This design comes from an exercise in tuning for small area on the open sky130 flow, not from production work. In this exercise RTL edits were held to simulation tests only and were not proved equivalent to the original. Power figures rest on the tool's default switching activity, not on a simulated workload.

--- config.mk ---
export PLATFORM = sky130hd
export DESIGN_NAME = ceas_top
export DESIGN_NICKNAME = ceas_top
export VERILOG_FILES = /design/flow/design.v
export SDC_FILE = /design/flow/constraint.sdc
export NUM_CORES = 4
export LEC_CHECK = 0
export CAP_MARGIN = 20
export CORE_MARGIN = 2
export CORE_UTILIZATION = 40
export SLEW_MARGIN = 20
--- constraint.sdc ---
create_clock -name core_clock -period 10.0 [get_ports {clock}]
set_input_delay 2.0000 -clock core_clock [delete_from_list [all_inputs] [get_ports {clock}]]
set_output_delay 2.0000 -clock core_clock [all_outputs]
set_load 0.01 [all_outputs]
--- design.v ---
module debounce(
	input clock,
	input reset,
	input pb,
	output s,    
	output l     
);
	reg v;           
	reg [2:0] k;     
	reg sd;          
	wire uni = &k;
	wire all1 = uni & v;
	wire all0 = uni & ~v;
	wire sem = all1 | (~all0 & sd);
	assign s = all1 & ~sd;
	assign l = all0 & sd;
	always @(posedge clock) begin
		if (reset) begin
			v <= 1'b0;
			k <= 3'd7;
			sd <= 1'b0;
		end else begin
			sd <= sem;
			if (pb == v) begin
				if (!uni) k <= k + 3'd1;
			end else begin
				v <= pb;
				k <= 3'd0;
			end
		end
	end
endmodule
module semnale_peclock #(parameter SC = 1)(
	input clock,
	input reset,
	input b,
	output lung,
	output scurt
);
	wire s, l;
	debounce d(.clock(clock), .reset(reset), .pb(b), .s(s), .l(l));
	reg m;
	reg [3:0] q;
	wire [3:0] st = {q[2:0], q[3] ^ q[2]};
	wire c15 = ~m & (q == 4'b1000);
	assign lung = m & q[1];
	assign scurt = SC ? (m & ~q[1] & ~q[0]) : 1'b0;
	wire idle = (q == 4'd0) | lung;
	wire kill = ~m & ~c15 & l;
	always @(posedge clock) begin
		if (reset) begin
			m <= 1'b0;
			q <= 4'd0;
		end else if (idle) begin
			m <= 1'b0;
			q <= {3'd0, s};
		end else if (kill) begin
			m <= SC ? 1'b1 : 1'b0;
			q <= 4'd0;
		end else begin
			m <= m | c15;
			q <= st;
		end
	end
endmodule
module control_top(
	input clock,
	input reset,
	input b1,
	input b2,
	input b3,
	output reg semnal_setare,
	output reg semnal_setare_a,
	output reg semnal_stop,
	output reg semnal_b1,
	output reg semnal_b2
);
	localparam S_ID = 2'b00, S_CE = 2'b01, S_AL = 2'b10;
	reg [1:0] S_MAIN;
	wire lung_1, lung_2, lung_3, scurt_1, scurt_2, scurt_3;
	semnale_peclock #(1) P1(.clock(clock), .reset(reset), .b(b1), .lung(lung_1), .scurt(scurt_1));
	semnale_peclock #(1) P2(.clock(clock), .reset(reset), .b(b2), .lung(lung_2), .scurt(scurt_2));
	semnale_peclock #(0) P3(.clock(clock), .reset(reset), .b(b3), .lung(lung_3), .scurt(scurt_3));
	always @(posedge clock) begin
		if (reset) begin
			semnal_setare <= 1'b0;
			semnal_setare_a <= 1'b0;
			semnal_stop <= 1'b0;
			semnal_b1 <= 1'b0;
			semnal_b2 <= 1'b0;
			S_MAIN <= S_ID;
		end else if (S_MAIN == S_ID) begin
			semnal_stop <= lung_3;
			semnal_setare <= 1'b0;
			semnal_setare_a <= 1'b0;
			semnal_b1 <= 1'b0;
			semnal_b2 <= 1'b0;
			if (lung_1) S_MAIN <= S_CE;
			else if (lung_2) S_MAIN <= S_AL;
		end else begin
			if (S_MAIN == S_CE) semnal_setare <= 1'b1;
			else semnal_setare_a <= 1'b1;
			if (lung_3) begin
				semnal_stop <= 1'b1;
				S_MAIN <= S_ID;
			end else if (lung_1 | scurt_1) begin
				semnal_b1 <= 1'b1;
			end else if (lung_2 | scurt_2) begin
				semnal_b2 <= 1'b1;
			end else begin
				semnal_b1 <= 1'b0;
				semnal_b2 <= 1'b0;
			end
		end
	end
endmodule
module counter_timp(input [4:0] timp_ore1, input [5:0] timp_minute1, input [4:0] timp_ore2, input [5:0] timp_minute2,
	output reg [4:0] ore, output reg [5:0] minute, input load_1, input load_2, input clock, input reset);
	reg [5:0] counter;
	wire tick = counter == 6'd14;
	wire m59 = minute == 6'd59;
	wire h23 = ore[4] & ore[2] & ore[1] & ore[0];
	wire hold = load_1 | load_2;
	always @(posedge clock) begin
		if (reset) counter <= 6'd46;
		else if (!hold) counter <= {counter[4:0], counter[5] ^ counter[4] ^ tick};
		if (reset) begin minute <= 0; ore <= 0; end
		else if (load_1) begin ore <= timp_ore1; minute <= timp_minute1; end
		else if (load_2) begin ore <= timp_ore2; minute <= timp_minute2; end
		else if (tick) begin
			minute <= m59 ? 6'd0 : minute + 6'd1;
			if (m59) ore <= h23 ? 5'd0 : ore + 5'd1;
		end
	end
endmodule
module display_onedigit(
	input [3:0] x,
	output reg [6:0] z
);
	always @*
		case (x)
		4'h0: z = 7'b1111110;
		4'h1: z = 7'b0110000;
		4'h2: z = 7'b1101101;
		4'h3: z = 7'b1111001;
		4'h4: z = 7'b0110011;
		4'h5: z = 7'b1011011;
		4'h6: z = 7'b1011111;
		4'h7: z = 7'b1110000;
		4'h8: z = 7'b1111111;
		4'h9: z = 7'b1111011;
		4'hA: z = 7'b1110111;
		4'hB: z = 7'b0011111;
		4'hC: z = 7'b1001110;
		4'hD: z = 7'b0111101;
		4'hE: z = 7'b1001111;
		default: z = 7'b1000111;
		endcase
endmodule
module display(
	input [5:0] minute,
	input [4:0] ore,
	input [5:0] minute_setare,
	input [4:0] ore_setare,
	input semnal_setare,
	input semnal_setare_a,
	input clock,
	input reset,
	output reg [3:0] digit_select,
	output [6:0] digit_display
);
	reg [1:0] counter;
	reg [3:0] dv;
	wire [1:0] cn = counter + 2'd1;
	wire msel = semnal_setare | semnal_setare_a;
	wire [4:0] h = msel ? ore_setare : ore;
	wire [5:0] m = msel ? minute_setare : minute;
	wire ism = cn[1];
	wire [5:0] x = ism ? m : {1'b0, h};
	reg [2:0] t;
	always @(*) begin
		if (x < {5'd5, ism}) t = 3'd0;           
		else if (x < {5'd10, ism}) t = 3'd1;     
		else if (x < 6'd30 || !ism) t = 3'd2;
		else if (x < 6'd40) t = 3'd3;
		else if (x < 6'd50) t = 3'd4;
		else t = 3'd5;
	end
	wire [3:0] u = x[3:0] - {t, 1'b0} - {t[0], 3'b000} - {t[1], 4'b0000};   
	wire [3:0] val = cn[0] ? u : {1'b0, t};
	always @(posedge clock) begin
		if (reset) begin
			counter <= 2'd0;
			dv <= 4'd0;
		end else begin
			counter <= cn;
			dv <= val;
		end
	end
	always @(*)
		case (counter)
		2'd0: digit_select = 4'b0111;
		2'd1: digit_select = 4'b1011;
		2'd2: digit_select = 4'b1101;
		default: digit_select = 4'b1110;
		endcase
	display_onedigit D1(.x(dv), .z(digit_display));
endmodule
module setare(
	input clock,
	input reset,
	input semnal_setare,
	input semnal_setare_a,
	input semnal_b1,
	input semnal_b2,
	input semnal_stop,
	output reg [4:0] ore,
	output reg [5:0] minute,
	output reg load_alarma,
	output reg load_timp
);
	wire clr = ~semnal_stop & ~(semnal_setare | semnal_setare_a);
	wire i1 = ~semnal_stop & semnal_b1;
	wire i2 = ~semnal_stop & semnal_b2;
	wire w1 = ore[4] & ore[2] & ore[1] & ore[0];                       
	wire w2 = minute[5] & minute[4] & minute[3] & minute[1] & minute[0];  
	always @(posedge clock) begin
		load_timp <= ~reset & semnal_stop & semnal_setare;
		load_alarma <= ~reset & semnal_stop & semnal_setare_a;
		if (clr | (i1 & w1)) ore <= 5'd0;
		else if (i1) ore <= ore + 5'd1;
		if (clr | (i2 & w2)) minute <= 6'd0;
		else if (i2) minute <= minute + 6'd1;
	end
endmodule
module uart_top(
	input reset,
	input clock,
	input i_rx_serial,
	output reg [5:0] minute,
	output reg [4:0] ore,
	output load
);
	reg [7:0] u;
	reg f;             
	reg [2:0] count;   
	wire rx = i_rx_serial;
	wire dv = u[7] & u[5] & u[0];                
	wire idle = (u[7:3] == 5'd0) | dv;           
	wire samp = (u[3:0] == 4'hF) & (u[7:4] != 4'h0) & (u[7:4] != 4'h9);
	wire first = u[7:4] == 4'h1;
	assign load = count[2] & count[1];
	always @(posedge clock) begin
		if (reset) begin
			u <= 8'h00;
			count <= 3'd0;
		end else begin
			if (idle) u <= rx ? 8'h00 : 8'h08;
			else if (u == 8'h0F && rx) u <= 8'h00;
			else u <= u + 8'd1;
			if (count[2]) count <= count[1] ? 3'd0 : count + 3'd1;
			else if (dv) begin
				case (count[1:0])
				2'd0: count <= {2'b00, f};
				2'd3: count <= {f, 2'b00};
				default: count <= count + 3'd1;
				endcase
			end
		end
	end
	always @(posedge clock) begin
		if (samp) f <= (first | f) & rx;
		if (samp && count == 3'd1 && u[7:4] <= 4'h5) ore <= {rx, ore[4:1]};
		if (samp && count == 3'd2 && u[7:4] <= 4'h6) minute <= {rx, minute[5:1]};
	end
endmodule
module alarma_top(
	input clock,
	input reset,
	input [5:0] minute_counter,
	input [4:0] ore_counter,
	input load,
	input [5:0] minute_setare,
	input [4:0] ore_setare,
	input stop,
	output reg led,
	output reg led2
);
	reg [5:0] minute_alarma, minute_alarma_i;
	reg [4:0] ore_alarma, ore_alarma_i;
	reg semnal, semnal_i;
	always @(*) begin
		minute_alarma = minute_alarma_i;
		ore_alarma = ore_alarma_i;
		semnal = semnal_i;
		if (minute_alarma_i == minute_counter && ore_alarma_i == ore_counter)
			semnal = 1'b1;
		else if (semnal_i && minute_alarma_i != minute_counter) begin
			semnal = 1'b0;
			if (minute_alarma_i >= 6'd50) begin
				ore_alarma = (ore_alarma_i == 5'd23) ? 5'd0 : ore_alarma_i + 5'd1;
				minute_alarma = minute_alarma_i - 6'd50;
			end else
				minute_alarma = minute_alarma_i + 6'd10;
		end
	end
	always @(posedge clock) begin
		if (reset) begin
			minute_alarma_i <= 6'b111111;
			ore_alarma_i <= 5'b11111;
			semnal_i <= 1'b0;
			led <= 1'b0;
			led2 <= 1'b0;
		end else if (stop) begin
			minute_alarma_i <= 6'b111111;
			ore_alarma_i <= 5'b11111;
			semnal_i <= 1'b0;
			led <= 1'b0;
		end else begin
			led2 <= semnal;
			semnal_i <= semnal;
			if (load) begin
				led <= 1'b1;
				minute_alarma_i <= minute_setare;
				ore_alarma_i <= ore_setare;
			end else begin
				minute_alarma_i <= minute_alarma;
				ore_alarma_i <= ore_alarma;
			end
		end
	end
endmodule
`timescale 1ns / 1ps
module ceas_top(
	input clock,
	input reset,
	input i_rx_serial,
	input b1,
	input b2,
	input b3,
	output [3:0] digit_select,
	output [6:0] digit_display,
	output led,
	output led2
);
	wire semnal_setare, semnal_setare_a, semnal_stop, semnal_b1, semnal_b2;
	wire load_alarma, load_timp_manual, load_timp_uart;
	wire [4:0] ore_setare_out, ore_counter_out, ore_uart_out;
	wire [5:0] minute_setare_out, minute_counter_out, minute_uart_out;
	control_top C(.clock(clock), .reset(reset), .b1(b1), .b2(b2), .b3(b3),
		.semnal_setare(semnal_setare), .semnal_setare_a(semnal_setare_a),
		.semnal_stop(semnal_stop), .semnal_b1(semnal_b1), .semnal_b2(semnal_b2));
	counter_timp CT(.timp_ore1(ore_setare_out), .timp_minute1(minute_setare_out),
		.timp_ore2(ore_uart_out), .timp_minute2(minute_uart_out),
		.ore(ore_counter_out), .minute(minute_counter_out),
		.load_1(load_timp_manual), .load_2(load_timp_uart), .clock(clock), .reset(reset));
	display D(.minute(minute_counter_out), .ore(ore_counter_out),
		.minute_setare(minute_setare_out), .ore_setare(ore_setare_out),
		.semnal_setare(semnal_setare), .semnal_setare_a(semnal_setare_a),
		.clock(clock), .reset(reset), .digit_select(digit_select), .digit_display(digit_display));
	setare S(.clock(clock), .reset(reset), .semnal_setare(semnal_setare),
		.semnal_setare_a(semnal_setare_a), .semnal_b1(semnal_b1), .semnal_b2(semnal_b2),
		.semnal_stop(semnal_stop), .ore(ore_setare_out), .minute(minute_setare_out),
		.load_alarma(load_alarma), .load_timp(load_timp_manual));
	uart_top U(.reset(reset), .clock(clock), .i_rx_serial(i_rx_serial),
		.minute(minute_uart_out), .ore(ore_uart_out), .load(load_timp_uart));
	alarma_top A(.clock(clock), .reset(reset), .minute_counter(minute_counter_out),
		.ore_counter(ore_counter_out), .load(load_alarma), .minute_setare(minute_setare_out),
		.ore_setare(ore_setare_out), .stop(semnal_stop), .led(led), .led2(led2));
endmodule
--- flow/run.sh ---
#!/bin/bash
# Standard layout, except that the standard synthesis's combinational logic
# is re-mapped by ABC for area (flip-flops untouched), the clock tree uses
# small buffers without dummy loads, and the ports get buf_1 buffers.
set -euo pipefail
R=orfs/results/sky130hd/ceas_top/base
LIB=$FLOW_HOME/platforms/sky130hd/lib/sky130_fd_sc_hd__tt_025C_1v80.lib
bash standard.sh synth > synth.log 2>&1
mkdir -p remap
cp $R/1_2_yosys.v remap/in.v
cp flow/area.abc remap/area.abc
sed "s#lib.lib#$LIB#g" flow/remap.ys > remap/remap.ys
(cd remap && yosys -s remap.ys > ../remap.log 2>&1)
cp remap/out.v $R/1_2_yosys.v
rm -f $R/1_synth.odb $R/1_synth.sdc
CTS="-sink_clustering_enable -repair_clock_nets -dont_use_dummy_load"
CTS="$CTS $(cat flow/cts_args.txt)"
bash standard.sh finish "CTS_ARGS=$CTS" "BUFFER_PORTS_ARGS=-buffer_cell sky130_fd_sc_hd__buf_1" > finish.log 2>&1
--- flow/area.abc ---
strash
dc2
strash
dch -f
amap
mfs2 -a
strash
dch -f
amap
mfs2 -a
strash
dch -f
amap
topo
--- flow/cts_args.txt ---
-sink_clustering_size 20 -sink_clustering_max_diameter 60 -buf_list sky130_fd_sc_hd__clkbuf_8
--- flow/remap.ys ---
# Re-map the combinational logic of the standard synthesis for area.
# Flip-flops are kept as they are (same instances, names and cell types).
read_liberty -ignore_miss_func -ignore_miss_data_latch lib.lib
read_verilog in.v
hierarchy -top ceas_top
setattr -mod -set keep_hierarchy 1 sky130_fd_sc_hd__dfxtp_1 sky130_fd_sc_hd__edfxtp_1
flatten
delete t:$scopeinfo
opt_clean
abc -script area.abc -liberty lib.lib -dont_use *lpflow* -dont_use *probe*
opt_clean
setundef -zero
hilomap -singleton -hicell sky130_fd_sc_hd__conb_1 HI -locell sky130_fd_sc_hd__conb_1 LO
blackbox sky130_fd_sc_hd__dfxtp_1 sky130_fd_sc_hd__edfxtp_1
opt_clean -purge
write_verilog -noattr -nohex -nodec out.v
--- standard.sh ---
#!/bin/bash
# synth_recipe.tcl (not shown) runs the flow's synth.tcl, then flattens the netlist and writes it again
# the make line also repeats each setting of config.mk as NAME=value (left out here)
make -C /OpenROAD-flow-scripts/flow DESIGN_CONFIG=/design/flow/config.mk WORK_HOME=/design/flow/orfs CLKGATE_MAP_FILE= SYNTH_SCRIPT=/design/flow/synth_recipe.tcl "${@:-finish}"
==> flow_summary_export.csv, run 1 <==
group,metric,value,unit
critical_path,regToRegSetupSlack,6460,ps
global_route,grt_overflow,0,
critical_path,worstPathMaxFanout,4,
clock_tree,ctsHoldBuffers,0,
layout,num-nets-final,667,
pwr,ir_worst_vdd,0.09509,mV
placed_design,hpwl,8406,µm
timing,finalSetupViolCount,0,
layout,fill_cells,1186,
hold_path,hp-class,"flip-flop to flip-flop",
die,die_width,115.1,µm
hold_path,min_to,"S.load_timp",
flow_run,maxCapViolCount,0,
layout,layout.cells.non_filler,806,
critical_path,cp-start-kind,"flip-flop",
die,ioPinCount,19,
clock_tree,cts-buffers-inserted,9,
die,fp.coreArea,12010,µm²
global_route,grt_pass1_wl,19360,µm
layout,antenna_cells,0,
drt,ant_nets,0,
logic_synthesis,netlist_instances,629,
timing,fmax,253.9,MHz
run_status,status,"complete, no violations",
critical_path,rr_worst_depth,13,
pwr,p_leak,1.736,nW
clock_tree,clock_latency,380,ps
timing,tightest_slew,898.9,ps
die,dieArea,13240,µm²
clock_tree,clkSinkCount,110,
layout,finalInstanceArea,5334,µm²
logic_synthesis,yosys_warnings,10,
placed_design,io_buffers,18,
layout,multi_input_area,2265,µm²
clock_tree,post_cts_resized,0,
clock_tree,clk_pin_slew,100,ps
hold_path,worstHoldPathCells,2,
global_route,grtUsageTotal,18.10,%
timing,drv_slew,0,
timing,relSlewSlack,39.71,%
timing,hold_ws,450.8,ps
critical_path,r2r-start,"C.semnal_setare",
drt,vias_per_cell,5.629,
critical_path,critPathKind,"flip-flop to output pin",
critical_path,cp.arrival,1940,ps
clock_tree,clockBufferDepth,2,
layout,drive_above_1_share,1.821,%
drt,finalWirelength,11470,µm
die,die_h,115.1,µm
drt,wire_per_inst,14.23,µm
clock_tree,htree_levels,3,
pwr,powerDensity,136.7,nW/µm²
placed_design,pre_cts_slack,6016,ps
drt,via_count,4537,
critical_path,rr_endpoint,"D.dv[2]",
clock_tree,cts-root-buf,"clkbuf_8",
layout,area_growth,8.061,%
timing,setup_tns,0,ps
timing,rsz0062_at_grt,"false",
layout,layout_common_cells,"nor2_1 (127), dfxtp_1 (98), clkinv_1 (93)",
die,num_rows,40,
layout,final_util,44.41,%
placed_design,dp_cells,797,
logic_synthesis,syn-num-nets,635,
drt,drtPass1Iterations,5,
critical_path,crit_path_end_kind,"output pin",
critical_path,crit_required,8000,ps
placed_design,place_congestion,0.8752,
timing,skew,30.23,ps
layout,ff_latch_area,2322,µm²
logic_synthesis,synth_area,4936,µm²
placed_design,placed_area,5210,µm²
global_route,grt_pass1_vias,4198,
hold_path,worstHoldStart,"C.semnal_setare",
global_route,grt_start_max_net_pins,33,
clock_tree,tritoncts,"built",
timing,fin_ws,6061,ps
global_route,antenna_found_initial,0,
layout,layout_commonest_cell,"nor2_1",
timing,period_share,39.39,%
logic_synthesis,postSynthAreaPerCell,7.847,µm²
drt,dr.first_iter.drc_count,388,
timing,finalCriticalPeriod,3939,ps
timing,hold_violations,0,
drt,drc,0,
pwr,p_total,0.7289,mW
die,start_util,41.09,%
clock_tree,cts_setup_buffers,0,
==> worst max-delay path by stage <==
stage | from | endpoint | slack [ps] | cells after the start
floorplan | i_rx_serial | U.u[3] | 6700 | 3
global placement | reset | U.u[3] | 6080 | 6
detailed placement | reset | U.u[3] | 6020 | 6
CTS | D.dv[1] | digit_display[6] | 6070 | 8
global route | D.dv[1] | digit_display[6] | 5930 | 8
finish | D.dv[1] | digit_display[6] | 6060 | 8
==> cell type report <==
| cell class | count | share of cell area [%] |
|---|---|---|
| flip-flops and latches | 110 | 43.54 |
| inverters | 93 | 6.545 |
| clock buffers | 9 | 2.322 |
| multi-input cells | 426 | 42.46 |
| well taps | 147 | 3.448 |
| repair buffers | 21 | 1.689 |
==> where the power goes <==
group          total (mW)  switching [mW]  leakage (nW)  internal [mW]
logic              0.0525          0.0348         0.765         0.0177
clock network       0.215           0.134        0.0647         0.0813
registers           0.461         0.00705         0.906          0.454
total               0.729           0.176          1.74          0.553
==> worst max-delay path, stage by stage (launching register included) <==
cell and delay [ps]:
dfxtp_1 390, clkinv_1 140, nand2_1 130, clkinv_1 110, nor3_1 220, and3_1 220, nor2_1 50, o22a_1 190
buf_1 120
==> registers in the layout, summed over array words and instances (netlist names), 5 cells and up, named ones only <==
| signal | flops |
|---|---|
| CT.ore | 5 |
| A.minute_alarma_i | 6 |
| S.minute | 6 |
| U.ore | 5 |
| CT.counter | 6 |
| CT.minute | 6 |
| U.u | 8 |
| A.ore_alarma_i | 5 |
| U.minute | 6 |
| S.ore | 5 |
==> layer usage <==
metal | vias to the layer above | GRT usage, % | wire [µm]
li1 | 2307 | - | -
met1 | 2075 | 23.98 | 5340
met2 | 140 | 29.22 | 5328
met3 | 15 | 4.059 | 625
met4 | 0 | 6.265 | 172
met5 | - | 0 | 0
==> run 2, diff against run 1 <==
--- a/design.v
+++ b/design.v
@@ -75,41 +75,43 @@
 	output reg semnal_b1,
 	output reg semnal_b2
 );
-	localparam S_ID = 2'b00, S_CE = 2'b01, S_AL = 2'b10;
-	reg [1:0] S_MAIN;
+	reg [2:0] st;
+	wire s_ce = ~st[1] & st[0];
+	wire s_al = st[1] & ~st[0];
+	wire s_id = ~(s_ce | s_al);
+	always @(*) begin
+		semnal_setare = st[2] & ~st[1];
+		semnal_setare_a = st[2] & st[1];
+	end
 	wire lung_1, lung_2, lung_3, scurt_1, scurt_2, scurt_3;
 	semnale_peclock #(1) P1(.clock(clock), .reset(reset), .b(b1), .lung(lung_1), .scurt(scurt_1));
 	semnale_peclock #(1) P2(.clock(clock), .reset(reset), .b(b2), .lung(lung_2), .scurt(scurt_2));
 	semnale_peclock #(0) P3(.clock(clock), .reset(reset), .b(b3), .lung(lung_3), .scurt(scurt_3));
 	always @(posedge clock) begin
 		if (reset) begin
-			semnal_setare <= 1'b0;
-			semnal_setare_a <= 1'b0;
 			semnal_stop <= 1'b0;
 			semnal_b1 <= 1'b0;
 			semnal_b2 <= 1'b0;
-			S_MAIN <= S_ID;
-		end else if (S_MAIN == S_ID) begin
+			st <= 3'b000;
+		end else if (s_id) begin
 			semnal_stop <= lung_3;
-			semnal_setare <= 1'b0;
-			semnal_setare_a <= 1'b0;
 			semnal_b1 <= 1'b0;
 			semnal_b2 <= 1'b0;
-			if (lung_1) S_MAIN <= S_CE;
-			else if (lung_2) S_MAIN <= S_AL;
+			st <= lung_1 ? 3'b001 : lung_2 ? 3'b010 : 3'b000;
 		end else begin
-			if (S_MAIN == S_CE) semnal_setare <= 1'b1;
-			else semnal_setare_a <= 1'b1;
 			if (lung_3) begin
 				semnal_stop <= 1'b1;
-				S_MAIN <= S_ID;
-			end else if (lung_1 | scurt_1) begin
-				semnal_b1 <= 1'b1;
-			end else if (lung_2 | scurt_2) begin
-				semnal_b2 <= 1'b1;
+				st <= s_ce ? 3'b100 : 3'b111;
 			end else begin
-				semnal_b1 <= 1'b0;
-				semnal_b2 <= 1'b0;
+				st <= s_ce ? 3'b101 : 3'b110;
+				if (lung_1 | scurt_1) begin
+					semnal_b1 <= 1'b1;
+				end else if (lung_2 | scurt_2) begin
+					semnal_b2 <= 1'b1;
+				end else begin
+					semnal_b1 <= 1'b0;
+					semnal_b2 <= 1'b0;
+				end
 			end
 		end
 	end
==> flow/run.sh (replaced) <==
#!/bin/bash
# Standard layout, except that:
#  - the standard synthesis's combinational logic is re-mapped by ABC for
#    area (several ABC scripts, the smallest result is kept); the
#    flip-flops are kept as they are (same instances, names and cell types);
#  - the clock tree uses clkbuf_8 buffers without dummy loads;
#  - the ports get buf_1 buffers.
set -euo pipefail
R=orfs/results/sky130hd/ceas_top/base
LIB=$FLOW_HOME/platforms/sky130hd/lib/sky130_fd_sc_hd__tt_025C_1v80.lib
bash standard.sh synth > synth.log 2>&1
cp $R/1_2_yosys.v std_synth.v
for s in s0 s1 s2 s3; do
  mkdir -p remap_$s
  cp std_synth.v remap_$s/in.v
  cp flow/$s.abc remap_$s/area.abc
  sed "s#lib.lib#$LIB#g" flow/remap.ys > remap_$s/remap.ys
  (cd remap_$s && yosys -s remap.ys > ../remap_$s.log 2>&1) &
done
wait
python3 flow/pick.py $LIB std_synth.v remap_s0/out.v remap_s1/out.v remap_s2/out.v remap_s3/out.v > pick.log 2>&1
cp "$(tail -1 pick.log)" $R/1_2_yosys.v
rm -f $R/1_synth.odb $R/1_synth.sdc
CTS="-sink_clustering_enable -repair_clock_nets -dont_use_dummy_load"
CTS="$CTS $(cat flow/cts_args.txt)"
bash standard.sh finish "CTS_ARGS=$CTS" "BUFFER_PORTS_ARGS=-buffer_cell sky130_fd_sc_hd__buf_1" > finish.log 2>&1
==> flow/cts_args.txt (replaced) <==
-sink_clustering_size 30 -sink_clustering_max_diameter 100 -buf_list sky130_fd_sc_hd__clkbuf_8
==> flow/pick.py (new file) <==
# pick.py LIB netlist... : prints each netlist's cell area, then the smallest's path
import re, sys
areas = {}
cur = None
for line in open(sys.argv[1]):
    m = re.match(r'\s*cell\s*\(\s*"?(\w+)"?\s*\)', line)
    if m:
        cur = m.group(1)
        continue
    m = re.match(r'\s*area\s*:\s*([\d.]+)', line)
    if m and cur and cur not in areas:
        areas[cur] = float(m.group(1))
best = None
for path in sys.argv[2:]:
    try:
        v = open(path).read()
    except OSError:
        print(path, 'missing')
        continue
    cells = re.findall(r'^\s+(sky130_fd_sc_hd__\w+)\s', v, re.M)
    if not cells:
        print(path, 'empty')
        continue
    a = sum(areas.get(c, 1e9) for c in cells)
    print(path, round(a, 2))
    if best is None or a < best[0]:
        best = (a, path)
print(best[1])
==> flow/s0.abc (new file) <==
strash
dc2
strash
dch -f
amap
mfs2 -a
strash
dch -f
amap
mfs2 -a
strash
dch -f
amap
topo
==> flow/s1.abc (new file) <==
strash
&get -n
&deepsyn -T 20 -S 0
&put
dch -f
amap
mfs2 -a
strash
&get -n
&deepsyn -T 20 -S 0
&put
dch -f
amap
mfs2 -a
strash
dch -f
amap
topo
==> flow/s2.abc (new file) <==
strash
&get -n
&deepsyn -T 20 -S 1
&put
dch -f
amap
mfs2 -a
strash
&get -n
&deepsyn -T 20 -S 1
&put
dch -f
amap
mfs2 -a
strash
dch -f
amap
topo
==> flow/s3.abc (new file) <==
strash
&get -n
&deepsyn -T 20 -S 2
&put
dch -f
amap
mfs2 -a
strash
&get -n
&deepsyn -T 20 -S 2
&put
dch -f
amap
mfs2 -a
strash
dch -f
amap
topo
removed: flow/area.abc
==> run 2 against run 1 <==
Effect of this change:
- critical path depth unchanged
- register-to-register slack got worse by 60 ps
- non-clock buffer count unchanged
- still clean
- global-route usage fell by 1.3 points
- sequential power is 2% higher
- sequential share of layout area rose by 2.1 points
==> flow_summary_export.csv, run 2 <==
group,metric,value,unit
critical_path,regToRegSetupSlack,6400,ps
critical_path,slowest_stage,"clkinv_1",
clock_tree,clockBufferDepth,2,
die,start_util,40.83,%
global_route,grt_pass1_wl,17250,µm
timing,rsz0062_at_grt,"false",
die,die_h,111.7,µm
timing,setup_tns,0,ps
pwr,ir_worst_vdd,0.05715,mV
clock_tree,clock_latency,370,ps
global_route,grt_pass1_vias,3689,
layout,final_util,44.35,%
logic_synthesis,syn-num-nets,571,
timing,relSlewSlack,46.43,%
timing,finalSetupViolCount,0,
layout,largest_reg_flops,8,
layout,layout_common_cells,"nor2_1 (102), dfxtp_1 (97), clkinv_1 (88)",
clock_tree,cts-root-buf,"clkbuf_8",
run_status,status,"complete, no violations",
layout,layout_commonest_cell,"nor2_1",
layout,fill_cells,1147,
critical_path,worstPathMaxFanout,26,
drt,vias_per_cell,5.491,
layout,layout.cells.non_filler,738,
logic_synthesis,postSynthAreaPerCell,8.216,µm²
critical_path,path_cells,"buf_1, buf_4, clkinv_1, nand3_1, clkinv_1, nor2_1, nor2_1, a21oi_1",
placed_design,io_buffers,18,
global_route,grt_overflow,0,
logic_synthesis,netlist_instances,565,
drt,dr.first_iter.drc_count,279,
timing,finalCriticalPeriod,3826,ps
flow_run,maxCapViolCount,0,
drt,wire_per_inst,14.01,µm
clock_tree,tritoncts,"built",
drt,via_count,4052,
die,ioPinCount,19,
placed_design,placed_area,4912,µm²
global_route,grtUsageTotal,16.84,%
clock_tree,clkSinkCount,109,
placed_design,dp_cells,729,
global_route,grt_start_max_net_pins,27,
placed_design,hpwl,7781,µm
critical_path,slowest_delay,550,ps
clock_tree,htree_levels,3,
die,die_width,111.7,µm
critical_path,crit_required,10290,ps
timing,hold_violations,0,
clock_tree,ctsHoldBuffers,0,
die,fp.coreArea,11370,µm²
layout,antenna_cells,0,
hold_path,hp-class,"flip-flop to flip-flop",
layout,area_growth,8.625,%
layout,num-nets-final,603,
layout,finalInstanceArea,5042,µm²
drt,finalWirelength,10340,µm
timing,hold_ws,451.3,ps
drt,drtPass1Iterations,5,
timing,period_share,38.26,%
logic_synthesis,synth_area,4642,µm²
pwr,powerDensity,146.3,nW/µm²
global_route,antenna_found_initial,0,
clock_tree,cts-buffers-inserted,9,
critical_path,cp.arrival,4120,ps
layout,top_register,"U.u",
timing,tightest_slew,800.6,ps
clock_tree,clk_pin_slew,80,ps
clock_tree,post_cts_resized,0,
drt,drc,0,
die,dieArea,12480,µm²
die,num_rows,39,
timing,drv_slew,0,
timing,fmax,261.4,MHz
critical_path,cp-start-kind,"input pin",
drt,ant_nets,0,
clock_tree,cts_setup_buffers,0,
timing,skew,18.64,ps
critical_path,critPathKind,"input pin to flip-flop",
placed_design,place_congestion,0.8435,
logic_synthesis,yosys_warnings,10,
layout,drive_above_1_share,2.185,%
critical_path,crit_path_end_kind,"flip-flop",
pwr,p_leak,1.663,nW
-- run 2: worst paths after layout --
kind	startpoint	endpoint	cells after the start
hold / removal	A.led	A.led	2
setup / recovery	reset	CT.counter[1]	8
setup reg to reg	C.st[2]	D.dv[3]	13
hold reg to reg	A.led	A.led	2
-- run 2: critical path: cells and delay by family --
kind,cells,cell delay (ps)
AOI/OAI and AO/OA,1,120
buffers and inverters,4,1220
and+or+nand+nor,3,770
-- run 2: power breakdown --
part / total, mW / switching (mW) / internal, mW
logic: 0.0570 / 0.0362 / 0.0208
clock network: 0.211 / 0.130 / 0.0812
registers: 0.469 / 0.0119 / 0.458
total: 0.738 / 0.178 / 0.560
-- run 2: per-stage QoR --
| step | worst slack (ps) | power, mW |
|---|---|---|
| floorplan | 6688 | 0.5196 |
| global placement | 5879 | 0.5347 |
| detailed placement | 5796 | 0.5368 |
| CTS | 6155 | 0.7462 |
| global route | 5889 | 0.7745 |
| finish | 6174 | 0.7376 |
-- run 2: final cells by class --
cell class | instances | area (µm²) | share of cell area, %
sequential | 109 | 2302 | 45.66
multi-input combinational | 368 | 2017 | 40.00
inverter | 88 | 330.3 | 6.551
tap | 143 | 178.9 | 3.548
clock buffer | 9 | 123.9 | 2.457
timing repair buffer | 21 | 90.09 | 1.787
-- run 2: routing by layer --
| layer | vias to the layer above | track usage, % | wire length (µm) |
|---|---|---|---|
| met5 | - | 0 | 0 |
| met4 | 0 | 6.008 | 233 |
| li1 | 2076 | - | - |
| met1 | 1855 | 21.94 | 4837 |
| met2 | 101 | 28.16 | 4813 |
| met3 | 20 | 2.994 | 456 |
==> run 3, diff against run 2 <==
==> flow/cts_args.txt (replaced) <==
-sink_clustering_size 40 -sink_clustering_max_diameter 200 -buf_list sky130_fd_sc_hd__clkbuf_16
==> run 3 against run 2 <==
Effect of this change:
- still clean on timing, DRC and antenna
- core utilization is 0.89 points higher
- global-route usage is 0.21 points higher
- clock skew is 6.4 ps lower
- worst hold slack worse by 5.4 ps
- cell area increased by 2.0%
- worst setup slack worse by 17 ps
- register-to-register slack hardly changed
- flip-flop and latch count stayed put
- wire length grew 0.58%
==> flow_summary_export.csv, run 3 <==
group,metric,value,unit
pwr,clockPowerShare,36.5,%
layout,layout_commonest_cell,"nor2_1",
die,die_width,111.7,µm
layout,layout_common_cells,"nor2_1 (102), dfxtp_1 (97), clkinv_1 (88)",
timing,drv_slew,0,
global_route,grt_overflow,0,
clock_tree,cts-buffers-inserted,9,
timing,skew,12.28,ps
die,num_rows,39,
timing,finalSetupViolCount,0,
timing,tightest_slew,778.7,ps
layout,multi_input_area,2017,µm²
drt,via_count,4057,
clock_tree,clockBufferDepth,2,
die,dieArea,12480,µm²
drt,drtPass1Iterations,4,
die,start_util,40.83,%
hold_path,min_to,"A.led",
pwr,internal_power,0.6379,mW
clock_tree,clock_latency,350,ps
run_status,status,"complete, no violations",
layout,num-nets-final,603,
layout,antenna_cells,0,
hold_path,hp-class,"flip-flop to flip-flop",
clock_tree,ctsHoldBuffers,0,
timing,period_share,38.43,%
die,die_h,111.7,µm
drt,dr.first_iter.drc_count,217,
layout,drive_above_1_share,2.185,%
timing,setup_tns,0,ps
logic_synthesis,synth_area,4642,µm²
pwr,p_comb_share,6.9,%
timing,hold_violations,0,
die,ioPinCount,19,
flow_run,maxCapViolCount,0,
clock_tree,post_cts_resized,0,
drt,ant_nets,0,
critical_path,cp-start-kind,"input pin",
critical_path,r2r-start,"C.st[2]",
logic_synthesis,yosys_warnings,10,
critical_path,rr_worst_depth,13,
placed_design,placed_area,4912,µm²
drt,finalWirelength,10400,µm
hold_path,worstHoldPathCells,2,
critical_path,cp.arrival,4120,ps
die,fp.coreArea,11370,µm²
drt,drc,0,
critical_path,crit_path_end_kind,"flip-flop",
timing,rsz0062_at_grt,"false",
timing,fmax,260.2,MHz
global_route,antenna_found_initial,0,
pwr,powerDensity,161.2,nW/µm²
clock_tree,clkSinkCount,109,
layout,finalInstanceArea,5144,µm²
layout,area_growth,10.81,%
hold_path,worstHoldStart,"A.led",
clock_tree,clk_pin_slew,60,ps
critical_path,crit_required,10270,ps
pwr,ir_worst_vdd,0.06842,mV
global_route,grt_pass1_vias,3658,
pwr,p_leak,1.709,nW
timing,relSlewSlack,47.89,%
layout,largest_reg_flops,8,
global_route,grt_pass1_wl,17330,µm
logic_synthesis,netlist_instances,565,
logic_synthesis,syn-num-nets,571,
placed_design,hpwl,7781,µm
clock_tree,cts-root-buf,"clkbuf_16",
pwr,switching_share,23.09,%
clock_tree,cts_setup_buffers,0,
critical_path,startpoint,"reset",
clock_tree,tritoncts,"built",
pwr,p_switching,0.1915,mW
critical_path,critPathKind,"input pin to flip-flop",
placed_design,place_congestion,0.8435,
critical_path,rr_endpoint,"D.dv[3]",
global_route,grtUsageTotal,17.04,%
layout,top_register,"U.u",
clock_tree,htree_levels,3,
global_route,grt_start_max_net_pins,27,
timing,finalCriticalPeriod,3843,ps
layout,fill_cells,1144,
drt,vias_per_cell,5.497,
placed_design,io_buffers,18,
logic_synthesis,postSynthAreaPerCell,8.216,µm²
layout,ff_latch_area,2302,µm²
critical_path,regToRegSetupSlack,6390,ps
layout,final_util,45.24,%
critical_path,worstPathMaxFanout,26,
drt,wire_per_inst,14.09,µm
pwr,seqPwrFrac,56.7,%
==> run 3: through the flow <==
stage                     power, mW  instances  setup WS, ps  hold WS, ps
after floorplan              0.5196        565          6688        413.2
after global placement       0.5347        729          5879        432.1
after detailed placement     0.5368        729          5796        437.3
after CTS                    0.8353        738          6147        446.3
after global routing         0.8657        738          5857        474.0
final                        0.8293        738          6157        445.9
==> run 3: worst max-delay path by stage <==
stage / to
after global placement: CT.ore[3]
after CTS: CT.counter[0]
after global routing: CT.counter[1]
after floorplan: CT.ore[3]
after detailed placement: CT.ore[3]
final: CT.counter[1]
==> run 3: power by group through the flow <==
stage                     Clock (mW)  Sequential [mW]  Combinational (mW)
after CTS                      0.308            0.470              0.0574
final                          0.302            0.470              0.0570
after global routing           0.329            0.472              0.0647
after detailed placement           0            0.480              0.0570
after global placement             0            0.480              0.0552
after floorplan                    0            0.476              0.0431
==> run 3: layer usage <==
layer	up-vias	global-route usage, %	wire, µm
li1	2082	-	-
met1	1854	22.21	4861
met2	105	27.76	4803
met3	16	3.811	510
met4	0	6.420	226
met5	-	0	0
==> run 3: layout make-up <==
type	count	area share [%]
tap	143	3.478
timing repair buffer	21	1.751
inverter	88	6.422
clock buffer	9	4.378
multi-input combinational	368	39.21
sequential	109	44.76
==> run 3: critical path, stage by stage <==
cell,delay [ps]
buf_1,70
buf_4,290
clkinv_1,550
nand3_1,300
clkinv_1,310
nor2_1,390
nor2_1,70
a21oi_1,120
==> run 4, diff against run 3 <==
==> flow/cts_args.txt (replaced) <==
-sink_clustering_size 20 -sink_clustering_max_diameter 60 -buf_list sky130_fd_sc_hd__clkbuf_8
==> run 4 against run 3 <==
Effect of this change:
- still clean
- wire length decreased by 0.58%
- worst setup slack better by 17 ps
- clock skew increased by 6.4 ps
- final cell count is the same
- critical path depth is the same
- first-iteration DRC count is 29% higher
- critical endpoint unchanged
- highest routed layer unchanged
==> flow_summary_export.csv, run 4 <==
group,metric,value,unit
placed_design,io_buffers,18,
drt,drc,0,
layout,drive_above_1_share,2.185,%
die,die_width,111.7,µm
critical_path,rr_endpoint,"D.dv[3]",
clock_tree,clkSinkCount,109,
timing,drv_slew,0,
layout,top_register,"U.u",
clock_tree,clk_pin_slew,80,ps
pwr,p_leak,1.663,nW
logic_synthesis,netlist_instances,565,
logic_synthesis,synth_area,4642,µm²
timing,period_share,38.26,%
clock_tree,clock_latency,370,ps
drt,vias_per_cell,5.491,
drt,via_count,4052,
critical_path,cp-start-kind,"input pin",
layout,area_growth,8.625,%
timing,skew,18.64,ps
flow_run,maxCapViolCount,0,
timing,relSlewSlack,46.43,%
logic_synthesis,syn-num-nets,571,
pwr,ir_worst_vdd,0.05715,mV
placed_design,hpwl,7781,µm
die,fp.coreArea,11370,µm²
run_status,status,"complete, no violations",
timing,fmax,261.4,MHz
global_route,grt_pass1_vias,3689,
critical_path,slowest_stage,"clkinv_1",
global_route,antenna_found_initial,0,
drt,dr.first_iter.drc_count,279,
critical_path,rr_worst_depth,13,
clock_tree,htree_levels,3,
timing,finalSetupViolCount,0,
drt,wire_per_inst,14.01,µm
clock_tree,cts-buffers-inserted,9,
global_route,grt_pass1_wl,17250,µm
critical_path,worstPathMaxFanout,26,
placed_design,dp_cells,729,
clock_tree,cts-root-buf,"clkbuf_8",
clock_tree,clockBufferDepth,2,
timing,finalCriticalPeriod,3826,ps
hold_path,worstHoldStart,"A.led",
pwr,powerDensity,146.3,nW/µm²
timing,hold_violations,0,
critical_path,slowest_delay,550,ps
hold_path,min_to,"A.led",
die,num_rows,39,
clock_tree,cts_setup_buffers,0,
placed_design,placed_area,4912,µm²
critical_path,critPathKind,"input pin to flip-flop",
global_route,grt_start_max_net_pins,27,
clock_tree,post_cts_resized,0,
global_route,grt_overflow,0,
critical_path,crit_required,10290,ps
die,die_h,111.7,µm
critical_path,cp.arrival,4120,ps
layout,layout_common_cells,"nor2_1 (102), dfxtp_1 (97), clkinv_1 (88)",
layout,antenna_cells,0,
drt,drtPass1Iterations,5,
hold_path,worstHoldPathCells,2,
timing,tightest_slew,800.6,ps
layout,largest_reg_flops,8,
layout,layout.cells.non_filler,738,
critical_path,path_cells,"buf_1, buf_4, clkinv_1, nand3_1, clkinv_1, nor2_1, nor2_1, a21oi_1",
critical_path,regToRegSetupSlack,6400,ps
timing,setup_tns,0,ps
layout,finalInstanceArea,5042,µm²
hold_path,hp-class,"flip-flop to flip-flop",
critical_path,crit_path_end_kind,"flip-flop",
critical_path,r2r-start,"C.st[2]",
layout,num-nets-final,603,
drt,ant_nets,0,
clock_tree,tritoncts,"built",
die,start_util,40.83,%
logic_synthesis,postSynthAreaPerCell,8.216,µm²
logic_synthesis,yosys_warnings,10,
placed_design,place_congestion,0.8435,
timing,rsz0062_at_grt,"false",
die,dieArea,12480,µm²
layout,layout_commonest_cell,"nor2_1",
global_route,grtUsageTotal,16.84,%
clock_tree,ctsHoldBuffers,0,
drt,finalWirelength,10340,µm
die,ioPinCount,19,
run 4: changes by cell type in the layout (fill, tap and decap cells not counted):
cell | previous run | this run
clkbuf_8 | 0 | 9
clkbuf_16 | 9 | 0
run 4: worst max-delay path, delay by kind of cell:
family / cells / cell delay (ps)
AO/OA/AOI/OAI: 1 / 120
buffers and inverters: 4 / 1220
AND/OR/NAND/NOR: 3 / 770
run 4: worst max-delay path by stage:
stage	endpoint	depth (start not counted)	from	slack, ps
5_1_grt	CT.counter[1]	8	reset	5890
6_report	CT.counter[1]	8	reset	6170
3_3_place_gp	CT.ore[3]	7	reset	5880
4_1_cts	CT.counter[0]	7	reset	6150
2_1_floorplan	CT.ore[3]	5	reset	6690
3_5_place_dp	CT.ore[3]	7	reset	5800
run 4: power by group:
part | total [mW] | internal (mW) | switching, mW | leakage (nW)
Combinational | 0.0570 | 0.0208 | 0.0362 | 0.700
Sequential | 0.469 | 0.458 | 0.0119 | 0.898
Clock | 0.211 | 0.0812 | 0.130 | 0.0647
Total | 0.738 | 0.560 | 0.178 | 1.66
run 4: cell type report:
cell class	instances	area (µm²)
Clock buffer	9	123.9
Tap cell	143	178.9
Sequential cell	109	2302
Inverter	88	330.3
Multi-Input combinational cell	368	2017
Fill cell	1147	6327
Timing Repair Buffer	21	90.09
run 4: through the flow:
| step | hold slack (ps) | total power [mW] | setup WS, ps | utilization, % |
|---|---|---|---|---|
| 6_report | 451.3 | 0.7376 | 6174 | 44.35 |
| 5_1_grt | 479.4 | 0.7745 | 5889 | 44.35 |
| 4_1_cts | 449.2 | 0.7462 | 6155 | 44.29 |
| 3_5_place_dp | 437.3 | 0.5368 | 5796 | 43.20 |
| 3_3_place_gp | 432.1 | 0.5347 | 5879 | 43.20 |
| 2_1_floorplan | 413.2 | 0.5196 | 6688 | - |
run 4: layer usage:
layer | vias up | routed length [µm] | track usage, %
met2 | 101 | 4813 | 28.16
met4 | 0 | 233 | 6.008
met1 | 1855 | 4837 | 21.94
li1 | 2076 | - | -
met3 | 20 | 456 | 2.994
met5 | - | 0 | 0
==> run 5, diff against run 4 <==
==> flow/run.sh (replaced) <==
#!/bin/bash
# Standard layout, except that:
#  - the standard synthesis's combinational logic is re-mapped by ABC for
#    area (several ABC scripts, the smallest result is kept); the
#    flip-flops are kept as they are (same instances, names and cell types);
#  - the clock tree uses clkbuf_8 buffers without dummy loads;
#  - the ports get buf_1 buffers;
#  - global placement is not timing driven (the 10 ns clock is easy to meet).
# Each tool's output goes to its own log file here.
set -euo pipefail
R=orfs/results/sky130hd/ceas_top/base
LIB=$FLOW_HOME/platforms/sky130hd/lib/sky130_fd_sc_hd__tt_025C_1v80.lib
bash standard.sh synth > synth.log 2>&1
cp $R/1_2_yosys.v std_synth.v
remap() {
  mkdir -p remap_$1
  cp std_synth.v remap_$1/in.v
  cp flow/$1.abc remap_$1/area.abc
  sed "s#lib.lib#$LIB#g" flow/remap.ys > remap_$1/remap.ys
  (cd remap_$1 && yosys -s remap.ys > ../remap_$1.log 2>&1) || true
}
remap s0 & remap d0 & remap d1 & remap d2 &
wait
remap d3 & remap d4 & remap d5 & remap d6 &
wait
python3 flow/pick.py $LIB std_synth.v remap_*/out.v > pick.log 2>&1
cp "$(tail -n 1 pick.log)" $R/1_2_yosys.v
rm -f $R/1_synth.odb $R/1_synth.sdc
CTS="-sink_clustering_enable -repair_clock_nets -dont_use_dummy_load"
CTS="$CTS $(cat flow/cts_args.txt)"
bash standard.sh finish "CTS_ARGS=$CTS" "BUFFER_PORTS_ARGS=-buffer_cell sky130_fd_sc_hd__buf_1" GPL_TIMING_DRIVEN=0 > finish.log 2>&1
==> flow/d0.abc (new file) <==
strash
&get -n
&deepsyn -T 20 -S 0
&put
dch -f
amap
mfs2 -a
strash
&get -n
&deepsyn -T 20 -S 0
&put
dch -f
amap
mfs2 -a
strash
dch -f
amap
topo
==> flow/d1.abc (new file) <==
strash
&get -n
&deepsyn -T 20 -S 1
&put
dch -f
amap
mfs2 -a
strash
&get -n
&deepsyn -T 20 -S 1
&put
dch -f
amap
mfs2 -a
strash
dch -f
amap
topo
==> flow/d2.abc (new file) <==
strash
&get -n
&deepsyn -T 20 -S 2
&put
dch -f
amap
mfs2 -a
strash
&get -n
&deepsyn -T 20 -S 2
&put
dch -f
amap
mfs2 -a
strash
dch -f
amap
topo
==> flow/d3.abc (new file) <==
strash
&get -n
&deepsyn -T 20 -S 3
&put
dch -f
amap
mfs2 -a
strash
&get -n
&deepsyn -T 20 -S 3
&put
dch -f
amap
mfs2 -a
strash
dch -f
amap
topo
==> flow/d4.abc (new file) <==
strash
&get -n
&deepsyn -T 20 -S 4
&put
dch -f
amap
mfs2 -a
strash
&get -n
&deepsyn -T 20 -S 4
&put
dch -f
amap
mfs2 -a
strash
dch -f
amap
topo
==> flow/d5.abc (new file) <==
strash
&get -n
&deepsyn -T 20 -S 5
&put
dch -f
amap
mfs2 -a
strash
&get -n
&deepsyn -T 20 -S 5
&put
dch -f
amap
mfs2 -a
strash
dch -f
amap
topo
==> flow/d6.abc (new file) <==
strash
&get -n
&deepsyn -T 20 -S 6
&put
dch -f
amap
mfs2 -a
strash
&get -n
&deepsyn -T 20 -S 6
&put
dch -f
amap
mfs2 -a
strash
dch -f
amap
topo
removed: flow/s1.abc
removed: flow/s2.abc
removed: flow/s3.abc
==> run 5 against run 4 <==
Effect of this change:
- largest power group unchanged
- critical path depth is 1 lower
- highest routed layer unchanged
- die area hardly changed
- largest cell class unchanged
- count of clock-buffer cells in the layout stayed put
- worst hold slack worse by 10 ps
- via count is 0.72% lower
- final cell count is 1.1% higher
- cell area is 0.20% lower
- critical path type unchanged
==> flow_summary_export.csv, run 5 <==
group,metric,value,unit
die,dieArea,12490,µm²
timing,relSlewSlack,49.16,%
timing,setup_tns,0,ps
logic_synthesis,synth_area,4643,µm²
timing,skew,29.41,ps
die,ioPinCount,19,
pwr,p_total,0.7473,mW
logic_synthesis,netlist_instances,576,
drt,vias_per_cell,5.393,
timing,fmax,240.0,MHz
clock_tree,clk_pin_slew,100,ps
drt,wire_per_inst,13.38,µm
clock_tree,clkSinkCount,109,
pwr,p_leak,1.639,nW
drt,drc,0,
critical_path,worstPathMaxFanout,30,
global_route,grt_overflow,0,
critical_path,critPathKind,"input pin to flip-flop",
critical_path,cp-start-kind,"input pin",
clock_tree,clockBufferDepth,2,
layout,area_growth,8.381,%
drt,drtPass1Iterations,5,
die,die_width,111.7,µm
clock_tree,cts-buffers-inserted,9,
timing,hold_violations,0,
die,num_rows,39,
clock_tree,cts_setup_buffers,0,
logic_synthesis,postSynthAreaPerCell,8.061,µm²
critical_path,slowest_delay,620,ps
critical_path,path_buf_inv,3,
global_route,antenna_found_initial,0,
pwr,powerDensity,148.5,nW/µm²
global_route,grt_pass1_vias,3788,
critical_path,cp.arrival,4450,ps
layout,drive_above_1_share,2.156,%
layout,top_register,"U.u",
layout,layout_common_cells,"nor2_1 (115), dfxtp_1 (97), clkinv_1 (95)",
timing,finalSetupViolCount,0,
global_route,grt_start_max_net_pins,31,
layout,num-nets-final,611,
die,fp.coreArea,11370,µm²
timing,rsz0062_at_grt,"false",
placed_design,place_congestion,0.9127,
timing,period_share,41.67,%
timing,drv_slew,0,
drt,via_count,4023,
critical_path,path_cells,"buf_2, clkinv_1, nand3_1, clkinv_1, nor2_1, nor2_1, a21oi_1",
flow_run,maxCapViolCount,0,
critical_path,crit_required,10290,ps
critical_path,critical_path.top_delay_family,"buffers and inverters",
pwr,ir_worst_vdd,0.1042,mV
die,start_util,40.84,%
layout,layout_commonest_cell,"nor2_1",
timing,tightest_slew,761.1,ps
hold_path,hp-class,"flip-flop to flip-flop",
drt,dr.first_iter.drc_count,258,
clock_tree,ctsHoldBuffers,0,
global_route,grtUsageTotal,16.59,%
run_status,status,"complete, no violations",
logic_synthesis,yosys_warnings,10,
logic_synthesis,syn-num-nets,582,
drt,ant_nets,0,
timing,finalCriticalPeriod,4167,ps
critical_path,slowest_stage,"clkinv_1",
placed_design,hpwl,7508,µm
clock_tree,post_cts_resized,0,
clock_tree,htree_levels,3,
placed_design,placed_area,4897,µm²
layout,antenna_cells,0,
layout,largest_reg_flops,8,
clock_tree,cts-root-buf,"clkbuf_8",
placed_design,io_buffers,18,
layout,finalInstanceArea,5032,µm²
die,die_h,111.7,µm
critical_path,crit_path_end_kind,"flip-flop",
clock_tree,clock_latency,370,ps
drt,finalWirelength,9983,µm
clock_tree,tritoncts,"built",
global_route,grt_pass1_wl,17150,µm
-- run 5: stage by stage --
stage	util (%)	cells	worst slack (ps)	hold WS (ps)
final	44.26	746	5833	441.0
after global placement	43.01	737	4557	424.4
after CTS	44.16	746	5841	443.9
after global routing	44.26	746	5510	460.7
after detailed placement	43.07	737	5466	428.6
after floorplan	-	576	6632	413.2
-- run 5: report_power, final --
group / total [mW] / leakage, nW / internal, mW / switching, mW
Clock: 0.209 / 0.0647 / 0.0812 / 0.128
Sequential: 0.468 / 0.898 / 0.457 / 0.0112
Combinational: 0.0696 / 0.676 / 0.0251 / 0.0445
Total: 0.747 / 1.64 / 0.564 / 0.184
-- run 5: worst paths after layout --
path / from / endpoint / slack [ps] / depth (start not counted)
hold / removal: C.P1.q[0] / C.P1.q[1] / 440 / 2
hold reg to reg: C.P1.q[0] / C.P1.q[1] / 440 / 2
setup reg to reg: CT.minute[2] / A.ore_alarma_i[3] / 6100 / 22
setup / recovery: reset / CT.counter[1] / 5830 / 7
-- run 5: layout make-up --
type,count,area [µm²]
clock buffer,9,123.9
fill,1165,6337
inverter,95,356.6
multi-input combinational,372,2002
sequential,109,2302
tap,143,178.9
timing repair buffer,18,68.82
-- run 5: worst register-to-register path, cell delays in order, from the launching register on --
cell and delay, ps:
dfxtp_1 360, clkinv_1 100, o22ai_1 90, a2111oi_0 320
o21ai_0 140, a2111oi_0 520, nor2b_1 140, clkinv_1 100
nor2_1 60, nand2_1 80, nand2_1 70, nor2_1 140
clkinv_1 100, nor2_1 190, clkinv_1 160, nor2_1 160
clkinv_1 110, nor2_1 160, clkinv_1 100, nor2_1 240
clkinv_1 150, nor3_1 200, o32a_1 160
-- run 5: routing by layer --
metal	track usage, %	part of all wire [%]	vias to the layer above
met5	0	0	-
met4	5.597	1.4	0
met3	4.137	4.2	12
met2	27.07	47	76
met1	21.57	48	1860
li1	-	-	2075
==> run 6, diff against run 5 <==
--- a/design.v
+++ b/design.v
@@ -5,28 +5,23 @@
 	output s,    
 	output l     
 );
-	reg v;           
-	reg [2:0] k;     
-	reg sd;          
-	wire uni = &k;
-	wire all1 = uni & v;
-	wire all0 = uni & ~v;
-	wire sem = all1 | (~all0 & sd);
-	assign s = all1 & ~sd;
-	assign l = all0 & sd;
+	reg v;
+	reg [2:0] q;
+	reg sd;
+	wire uni = q == 3'd0;
+	wire chg = pb ^ v;
+	wire fb = (q[2] & ~q[1] & q[0]) | (~q[2] & q[1]);   
+	assign s = uni & v & ~sd;
+	assign l = uni & ~v & sd;
 	always @(posedge clock) begin
 		if (reset) begin
 			v <= 1'b0;
-			k <= 3'd7;
+			q <= 3'd0;
 			sd <= 1'b0;
 		end else begin
-			sd <= sem;
-			if (pb == v) begin
-				if (!uni) k <= k + 3'd1;
-			end else begin
-				v <= pb;
-				k <= 3'd0;
-			end
+			v <= pb;
+			q <= chg ? 3'b001 : {q[1:0], fb};
+			sd <= uni ? v : sd;
 		end
 	end
 endmodule
@@ -243,23 +238,32 @@
 	output reg [4:0] ore,
 	output load
 );
-	reg [7:0] u;
+	reg [3:0] hi, lo;
 	reg f;             
 	reg [2:0] count;   
 	wire rx = i_rx_serial;
-	wire dv = u[7] & u[5] & u[0];                
-	wire idle = (u[7:3] == 5'd0) | dv;           
-	wire samp = (u[3:0] == 4'hF) & (u[7:4] != 4'h0) & (u[7:4] != 4'h9);
-	wire first = u[7:4] == 4'h1;
+	wire [3:0] lon = {lo[2:0], lo[3] ^ lo[2] ^ (lo[2:0] == 3'd0)};
+	wire te = lo == 4'd8;                                
+	wire dv = hi[3] & hi[1] & lo[0];                     
+	wire idle = ((hi == 4'd0) & (lo == 4'd0)) | dv;
+	wire samp = te & (hi != 4'd0) & (hi != 4'd9);
+	wire first = hi == 4'd1;
 	assign load = count[2] & count[1];
 	always @(posedge clock) begin
 		if (reset) begin
-			u <= 8'h00;
+			hi <= 4'd0;
+			lo <= 4'd0;
 			count <= 3'd0;
 		end else begin
-			if (idle) u <= rx ? 8'h00 : 8'h08;
-			else if (u == 8'h0F && rx) u <= 8'h00;
-			else u <= u + 8'd1;
+			if (idle) begin
+				hi <= 4'd0;
+				lo <= rx ? 4'd0 : 4'd10;
+			end else if (te && hi == 4'd0 && rx) begin
+				lo <= 4'd0;
+			end else begin
+				lo <= lon;
+				if (te) hi <= hi + 4'd1;
+			end
 			if (count[2]) count <= count[1] ? 3'd0 : count + 3'd1;
 			else if (dv) begin
 				case (count[1:0])
@@ -272,8 +276,8 @@
 	end
 	always @(posedge clock) begin
 		if (samp) f <= (first | f) & rx;
-		if (samp && count == 3'd1 && u[7:4] <= 4'h5) ore <= {rx, ore[4:1]};
-		if (samp && count == 3'd2 && u[7:4] <= 4'h6) minute <= {rx, minute[5:1]};
+		if (samp && count == 3'd1 && hi <= 4'd5) ore <= {rx, ore[4:1]};
+		if (samp && count == 3'd2 && hi <= 4'd6) minute <= {rx, minute[5:1]};
 	end
 endmodule
 module alarma_top(
==> run 6 against run 5 <==
Effect of this change:
- first-iteration DRC count decreased by 19%
- global-route usage increased by 0.073 points
- die area about the same
- register-to-register slack about the same
- final cell count decreased by 0.94%
==> flow_summary_export.csv, run 6 <==
group,metric,value,unit
timing,finalCriticalPeriod,4157,ps
critical_path,critPathKind,"input pin to flip-flop",
critical_path,cp.arrival,4450,ps
clock_tree,tritoncts,"built",
layout,antenna_cells,0,
layout,finalInstanceArea,5042,µm²
critical_path,worstPathMaxFanout,38,
drt,wire_per_inst,13.22,µm
clock_tree,clock_latency,380,ps
layout,layout_commonest_cell,"nor2_1",
drt,drtPass1Iterations,5,
drt,finalWirelength,9769,µm
pwr,p_leak,1.677,nW
placed_design,placed_area,4906,µm²
clock_tree,clk_pin_slew,80,ps
global_route,grt_use_met2,27.47,%
flow_run,maxCapViolCount,0,
placed_design,io_buffers,18,
drt,vias_per_cell,5.322,
drt,ant_nets,0,
timing,relSlewSlack,37.03,%
placed_design,hpwl,7359,µm
global_route,antenna_found_initial,0,
timing,rsz0062_at_grt,"false",
timing,hold_violations,0,
drt,dr.first_iter.drc_count,210,
critical_path,rr_worst_depth,12,
pwr,ir_worst_vdd,0.08388,mV
global_route,grt_pass1_vias,3741,
global_route,met3_usage,2.667,%
clock_tree,post_cts_resized,0,
clock_tree,cts-root-buf,"clkbuf_8",
clock_tree,ctsHoldBuffers,0,
critical_path,cp-start-kind,"input pin",
die,die_width,111.8,µm
clock_tree,clockBufferDepth,2,
global_route,grt_overflow,0,
clock_tree,cts-buffers-inserted,9,
clock_tree,cts_setup_buffers,0,
hold_path,worstHoldPathCells,2,
clock_tree,htree_levels,3,
layout,drive_above_1_share,2.349,%
global_route,grt_start_max_net_pins,39,
global_route,met1_usage,21.69,%
placed_design,place_congestion,0.8714,
die,ioPinCount,19,
timing,drv_slew,0,
critical_path,slowest_delay,860,ps
die,dieArea,12500,µm²
run_status,status,"complete, no violations",
drt,via_count,3933,
die,start_util,40.87,%
layout,layout_common_cells,"nor2_1 (102), dfxtp_1 (97), clkinv_1 (85)",
critical_path,slowest_stage,"nor3_1",
timing,tightest_slew,937.4,ps
global_route,grtUsageTotal,16.66,%
critical_path,startpoint,"reset",
critical_path,rr_endpoint,"D.dv[2]",
timing,skew,29.48,ps
layout,num-nets-final,604,
timing,period_share,41.57,%
logic_synthesis,netlist_instances,568,
die,die_h,111.8,µm
logic_synthesis,postSynthAreaPerCell,8.181,µm²
critical_path,path_cells,"buf_2, nor3_1, clkinv_1, or2_0, a211oi_1, a21oi_1, o21ai_0",
pwr,powerDensity,147.1,nW/µm²
die,fp.coreArea,11370,µm²
critical_path,regToRegSetupSlack,6110,ps
critical_path,crit_path_end_kind,"flip-flop",
critical_path,crit_required,10290,ps
logic_synthesis,yosys_warnings,10,
global_route,grt_pass1_wl,17200,µm
timing,setup_tns,0,ps
timing,fmax,240.6,MHz
global_route,busiest_layer,"met2",
logic_synthesis,syn-num-nets,574,
logic_synthesis,synth_area,4647,µm²
hold_path,hp-class,"flip-flop to flip-flop",
layout,area_growth,8.508,%
clock_tree,clkSinkCount,109,
die,num_rows,39,
drt,drc,0,
critical_path,r2r-start,"C.st[2]",
timing,finalSetupViolCount,0,
critical_path,crit_path_end,"CT.minute[2]",
[run 6: worst min-delay path by stage]
| stage | endpoint | startpoint | slack, ps |
|---|---|---|---|
| 2_1_floorplan | S.load_timp | C.st[1] | 400 |
| 3_3_place_gp | S.load_timp | C.st[1] | 410 |
| 3_5_place_dp | S.load_timp | C.st[1] | 410 |
| 4_1_cts | S.load_timp | C.st[1] | 440 |
| 5_1_grt | C.P1.d.q[1] | C.P1.d.q[0] | 460 |
| 6_report | C.P2.q[1] | C.P2.q[0] | 440 |
[run 6: where the power goes]
part	internal [mW]	switching [mW]
Clock	0.0811	0.128
Combinational	0.0238	0.0435
Sequential	0.455	0.0102
Total	0.559	0.182
[run 6: critical path, delay by kind of cell]
family / cells / cell delay [ps]
buffers and inverters: 2 / 810
AOI/OAI and AO/OA: 3 / 370
and+or+nand+nor: 2 / 1260
[run 6: per-layer routing]
metal | part of all wire [%] | wire [µm]
met4 | 2.4 | 233
met3 | 2.8 | 275
met5 | 0 | 0
met2 | 46 | 4516
met1 | 49 | 4745
[run 6: stage by stage]
| stage | worst slack [ps] | cells | utilization (%) | power [mW] | hold slack (ps) |
|---|---|---|---|---|---|
| 3_3_place_gp | 4846 | 729 | 43.04 | 0.5398 | 412.3 |
| 6_report | 5843 | 739 | 44.35 | 0.7417 | 439.9 |
| 5_1_grt | 5594 | 739 | 44.35 | 0.7801 | 460.1 |
| 3_5_place_dp | 5431 | 730 | 43.15 | 0.5422 | 412.8 |
| 4_1_cts | 5805 | 739 | 44.24 | 0.7526 | 438.8 |
| 2_1_floorplan | 6452 | 568 | - | 0.5228 | 398.7 |
[run 6: layout make-up]
type	instances	area, µm²
Clock buffer	9	123.9
Fill cell	1132	6327
Inverter	85	319.1
Multi-Input combinational cell	374	2044
Sequential cell	109	2302
Tap cell	143	178.9
Timing Repair Buffer	19	73.82

-- re-timing with driven ports --
Ports are ideal in the flow. The routed layouts listed here were re-timed in OpenROAD.
Step 1 assumes that a clkbuf_16 drives the clock port and a buf_2 every other input.
Step 2 moves the port delays by t, midway between the first and last clock arrival at a register: inputs arrive t later, outputs are due t later. That takes back most of the time a late clock gives input paths.
Three values: ideal, step 1, step 2; two values: the first two.
run | t (ns) | setup slack, ns | hold slack, ns | worst setup path at the end
run 1 | 0.393 | 6.061 / 6.029 / 6.107 | 0.451 / 0.451 / 0.451 | input to register
run 2 | 0.396 | 6.174 / 6.184 / 5.788 | 0.451 / 0.451 / 0.451 | input to register
run 3 | 0.384 | 6.157 / 6.173 / 5.789 | 0.446 / 0.446 / 0.446 | input to register
run 4 | 0.396 | 6.174 / 6.184 / 5.788 | 0.451 / 0.451 / 0.451 | input to register
run 5 | 0.389 | 5.833 / 5.844 / 5.455 | 0.441 / 0.441 / 0.441 | input to register
run 6 | 0.398 | 5.843 / 5.860 / 5.462 | 0.440 / 0.440 / 0.440 | input to register
After both steps every run listed still meets setup and hold.
